Source: an optimization exercise on an open RTL-to-GDS flow (aim: small area and a short achievable clock period). Production flows keep margins and buffers that such runs may drop.
In this exercise RTL edits were held to simulation tests only and were not proved equivalent to the original.

== garnet ==
Design fir_bandstop, start of the top module:
module fir_bandstop ( clk, in, out );
input  wire clk;
input  wire [15:0]in;
output wire [57:0]out;
wire [33:0] y;
wire ys;
wire [23:0] sg;
fir fir_bs_inst(
	.clk(clk),
	.in(in),
	.y(y),
	.ys(ys)
	);
genvar i;
generate
	for (i=0; i<24; i=i+1) begin: sign
		fir_sreg r ( .clk(clk), .d(ys), .q(sg[i]) );
	end
endgenerate
assign out = {sg, y};
endmodule
Size in the first run: roughly 3,700 cells after synthesis, roughly 930 flip-flops.
export LEC_CHECK = 0
export CAP_MARGIN = 20
export CORE_MARGIN = 2
export CORE_UTILIZATION = 50
export CTS_CLUSTER_DIAMETER = 60
export CTS_CLUSTER_SIZE = 30
export SLEW_MARGIN = 20
export SYNTH_HIERARCHICAL = 1
export SYNTH_MINIMUM_KEEP_SIZE = 0
create_clock -name core_clock -period 12.0 [get_ports {clk}]
standard.sh (not shown) runs the stock make flow with config.mk's settings and CLKGATE_MAP_FILE= SYNTH_SCRIPT=/design/flow/synth_recipe.tcl, a recipe that flattens the netlist after the stock synthesis.
==> flow/flow/run.sh <==
#!/bin/bash
set -euo pipefail
export BUFFER_PORTS_ARGS="-buffer_cell sky130_fd_sc_hd__buf_2"
export SETUP_SLACK_MARGIN=8.45
export CTS_ARGS="-sink_clustering_enable -repair_clock_nets -sink_clustering_size 30 -sink_clustering_max_diameter 60 -dont_use_dummy_load"
bash standard.sh > standard.log 2>&1
Having completed the whole flow, garnet delivered a layout that passed the timing, DRC and antenna checks.
#### Input delta (willow over garnet)
==> flow/flow/run.sh <==
#!/bin/bash
set -euo pipefail
export BUFFER_PORTS_ARGS="-buffer_cell sky130_fd_sc_hd__buf_2"
export SETUP_SLACK_MARGIN=8.45
export CTS_ARGS="-sink_clustering_enable -repair_clock_nets -sink_clustering_size 20 -sink_clustering_max_diameter 50 -root_buf sky130_fd_sc_hd__clkbuf_16 -sink_clustering_buffer sky130_fd_sc_hd__clkbuf_8 -dont_use_dummy_load"
bash standard.sh > standard.log 2>&1
### Flow results
willow vs. garnet: maximum frequency from static timing analysis picked up an extra 1.4 MHz; post-route minimum period has decreased. | number of antenna violations at the first check in global routing | garnet vs willow | ≈ equal |. Hold slack deteriorates in willow relative to garnet. In the reports for willow and garnet, the larger count of clock-net buffers in the final layout belongs to willow.
Setup changes, willow to maple
diff --git a/flow/flow/run.sh b/flow/flow/run.sh
--- a/flow/flow/run.sh
+++ b/flow/flow/run.sh
@@ -5,2 +5,2 @@
 export CTS_ARGS="-sink_clustering_enable -repair_clock_nets -sink_clustering_size 20 -sink_clustering_max_diameter 50 -root_buf sky130_fd_sc_hd__clkbuf_16 -sink_clustering_buffer sky130_fd_sc_hd__clkbuf_8 -dont_use_dummy_load"
-bash standard.sh > standard.log 2>&1
+bash standard.sh > standard.log 2>&1   # ORFS's own logs stay under orfs/logs/
- From willow to maple, overall fraction of global-route tracks in use did not move at all.
- From willow to maple, antenna cell count did not move at all.
- willow -> maple: smallest hold slack delta 0, exact match
- Per the comparison of maple with willow, share of layout cells above drive strength 1 shows no meaningful change, register-to-register slack shows no meaningful change.
- Re number of nets still failing antenna checks after routing: no difference whatsoever between maple and willow.
> inputs changed (maple -> lagoon)
Settings: swapping 50 for 62 in CORE_UTILIZATION.
diff --git a/flow/flow/run.sh b/flow/flow/run.sh
--- a/flow/flow/run.sh
+++ b/flow/flow/run.sh
@@ -3,3 +3,3 @@
 export BUFFER_PORTS_ARGS="-buffer_cell sky130_fd_sc_hd__buf_2"
-export SETUP_SLACK_MARGIN=8.45
+export SETUP_SLACK_MARGIN=8.6
 export CTS_ARGS="-sink_clustering_enable -repair_clock_nets -sink_clustering_size 20 -sink_clustering_max_diameter 50 -root_buf sky130_fd_sc_hd__clkbuf_16 -sink_clustering_buffer sky130_fd_sc_hd__clkbuf_8 -dont_use_dummy_load"
## What came out
- Relative slew slack, lagoon and maple, higher one = lagoon.
- In the flow results for lagoon and maple, the count of non-CTS buffers in the layout is larger on lagoon.
- Relative to maple, sum of buffers and inverters on the critical path increased by 1 in lagoon.
- Lower share of the final layout cell area in sequential cells among lagoon and maple: maple
- lagoon reports a higher post-route fraction of the period consumed by the critical path than maple does.
- In terms of count of inverters other than clock inverters in the layout, lagoon and maple differ only marginally.
- First-pass iteration count of the detailed router up 1 in lagoon wrt maple
- Compared with maple, in lagoon final-layout clock-cell area share -0.27 points; total detailed-routing wirelength +about 5.6%.

* * *

v30:
fir_bandstop again, from the RTL that the note above started with.
clock: 12.0 ns
lec_check: 0
cap_margin: 20
core_margin: 2
core_utilization: 50
cts_cluster_diameter: 60
cts_cluster_size: 30
slew_margin: 20
synth_hierarchical: 1
synth_minimum_keep_size: 0
==> flow/flow/run.sh <==
#!/bin/bash
# The standard layout (the standard.sh: ORFS synthesis to final layout), with one change:
# the buffers that ORFS puts on every input and output port are sky130_fd_sc_hd__buf_2
# instead of the delay cell that buffer_ports picks by default.
set -euo pipefail
export BUFFER_PORTS_ARGS="-buffer_cell sky130_fd_sc_hd__buf_2"
bash standard.sh > standard.log 2>&1
v30 | stages: all done | timing, DRC, antenna: all pass
diff inputs: v30 => v50
==> flow/flow/run.sh <==
#!/bin/bash
set -euo pipefail
export BUFFER_PORTS_ARGS="-buffer_cell sky130_fd_sc_hd__buf_2"
export SETUP_SLACK_MARGIN=8.6
export CTS_ARGS="-sink_clustering_enable -repair_clock_nets -sink_clustering_size 20 -sink_clustering_max_diameter 50 -root_buf sky130_fd_sc_hd__clkbuf_16 -sink_clustering_buffer sky130_fd_sc_hd__clkbuf_8 -dont_use_dummy_load"
bash standard.sh > standard.log 2>&1   # ORFS's own logs stay under orfs/logs/
Findings:
The longest individual stage delay on the worst path of v50 is lower than that of v30.
Compared with v30, v50 supports a higher clock frequency.
Against v30, v50 comes in 0.037 higher on detailed-route vias per instance.
Every run in the comparison, v50 and v30, completed the flow with a clean layout.
v50: final HPWL from detailed placement higher than v30
Slew of the pin with the lowest slew margin on v50 is down relative to v30.
v50 against v30: remaining global-route overflow saw little to no change; multi-input gate share of total cell area saw an increase; total of cells resized after clock tree synthesis saw an increase.
Re met1 routed wirelength after detailed routing: v50 is 4.2% up on v30.
Changes in v5 relative to v50:
==> flow/flow/run.sh <==
#!/bin/bash
# The standard layout (the standard.sh: ORFS synthesis to final layout), with one change:
# the buffers that ORFS puts on every input and output port are sky130_fd_sc_hd__buf_2
# instead of the delay cell that buffer_ports picks by default.
set -euo pipefail
export BUFFER_PORTS_ARGS="-buffer_cell sky130_fd_sc_hd__buf_2"
export SETUP_SLACK_MARGIN=8.3
bash standard.sh > standard.log 2>&1
--- outcome ---
Per the comparison of v5 with v50, met3 demand-to-capacity share in global routing increased by 0.90 points relative to the old numbers; die area closely matched the old numbers; design area increased by about 1.2% relative to the old numbers.
--- input diff v5..v25 ---
==> flow/flow/run.sh <==
#!/bin/bash
set -euo pipefail
export BUFFER_PORTS_ARGS="-buffer_cell sky130_fd_sc_hd__buf_2"
export SETUP_SLACK_MARGIN=8.45
bash standard.sh > standard.log 2>&1
--- outcome ---
Diff v5 -> v25: via count comparable; detailed-placement wirelength estimate now sits higher.
> inputs changed (v25 -> v13)
--- a/flow/flow/run.sh
+++ b/flow/flow/run.sh
@@ -4,2 +4,3 @@
 export SETUP_SLACK_MARGIN=8.45
+export CTS_ARGS="-sink_clustering_enable -repair_clock_nets -sink_clustering_size 12 -sink_clustering_max_diameter 40 -root_buf sky130_fd_sc_hd__clkbuf_16 -sink_clustering_buffer sky130_fd_sc_hd__clkbuf_4 -dont_use_dummy_load"
 bash standard.sh > standard.log 2>&1
[summary]
Status: average routed wire per standard cell parity (v13, v25)
Taking v25 as the reference, in v13 area of all sequential standard cells roughly the same, number of global-route vias before repair saw an increase, first-iteration detailed-routing DRC count dropped 176.
From v25 to v13 the numbers moved as follows: layout buffering overhead excluding clock cells flat; total wire length after detailed routing flat.
Modified inputs, v52 compared to v13
==> flow/run.sh (new file) <==
#!/bin/bash
# synth_recipe.tcl (not shown) runs the flow's synth.tcl, then flattens the netlist and writes it again
# the make line also repeats each setting of config.mk as NAME=value (left out here)
make -C /OpenROAD-flow-scripts/flow DESIGN_CONFIG=/design/flow/config.mk WORK_HOME=/design/flow/orfs CLKGATE_MAP_FILE= SYNTH_SCRIPT=/design/flow/synth_recipe.tcl finish
removed: flow/flow/run.sh
removed: flow/standard.sh
## What came out
Relative to v13, first-pass GRT wire length has increased by 820 um in v52.
Delta(cell area, v52 - v13) > 0
clkdlybuf4s50_1 as the highest-delay cell along the critical path was reported by v52, and dfxtp_1 by v13.
No stage failed in v52, and the final checks on the layout all came back clean.
Wire: v52 routes more than v13
v52: TritonCTS buffer count is 49 lower than what v13 reported.
v13 → v52: clock period minus final worst setup slack grew by 410 ps.

what the ideal ports hide:
In the flow no input, the clock included, has a driving cell. The finished layouts below were timed again as built, in two steps.
Step 1 (the two cells are an assumption about what drives the block):
set clk [get_ports {clk}]
set_driving_cell -lib_cell sky130_fd_sc_hd__clkbuf_16 $clk
set_driving_cell -lib_cell sky130_fd_sc_hd__buf_2 [delete_from_list [all_inputs] $clk]
Step 2, shift: input delay + t, output delay - t, t = (earliest + latest rising clock arrival at the registers) / 2. This alone moves slack from input paths to output paths.
a / b / c = ideal / step 1 / step 2; a / b = the first two.
| run | shift t [ns] | setup slack, ns | hold slack, ns |
|---|---|---|---|
| garnet | 0.731 | 8.454 / 8.388 / 8.454 | 0.304 / 0.304 / 0.304 |
| willow | 0.718 | 8.471 / 8.398 / 8.471 | 0.257 / 0.257 / 0.257 |
| maple | 0.718 | 8.471 / 8.398 / 8.471 | 0.257 / 0.257 / 0.257 |
| lagoon | 0.716 | 8.436 / 8.360 / 8.565 | 0.306 / 0.306 / 0.306 |
| v30 | 0.774 | 8.099 / 8.099 / 8.099 | 0.317 / 0.317 / 0.317 |
| v50 | 0.722 | 8.478 / 8.396 / 8.599 | 0.291 / 0.291 / 0.291 |
| v5 | 0.774 | 8.299 / 8.299 / 8.299 | 0.319 / 0.319 / 0.319 |
| v25 | 0.764 | 8.459 / 8.381 / 8.465 | 0.315 / 0.315 / 0.315 |
| v13 | 0.769 | 8.415 / 8.337 / 8.415 | 0.292 / 0.292 / 0.292 |
| v52 | 0.772 | 8.007 / 7.928 / 8.102 | 0.328 / 0.328 / 0.328 |
After both steps setup and hold are still met in every run listed.
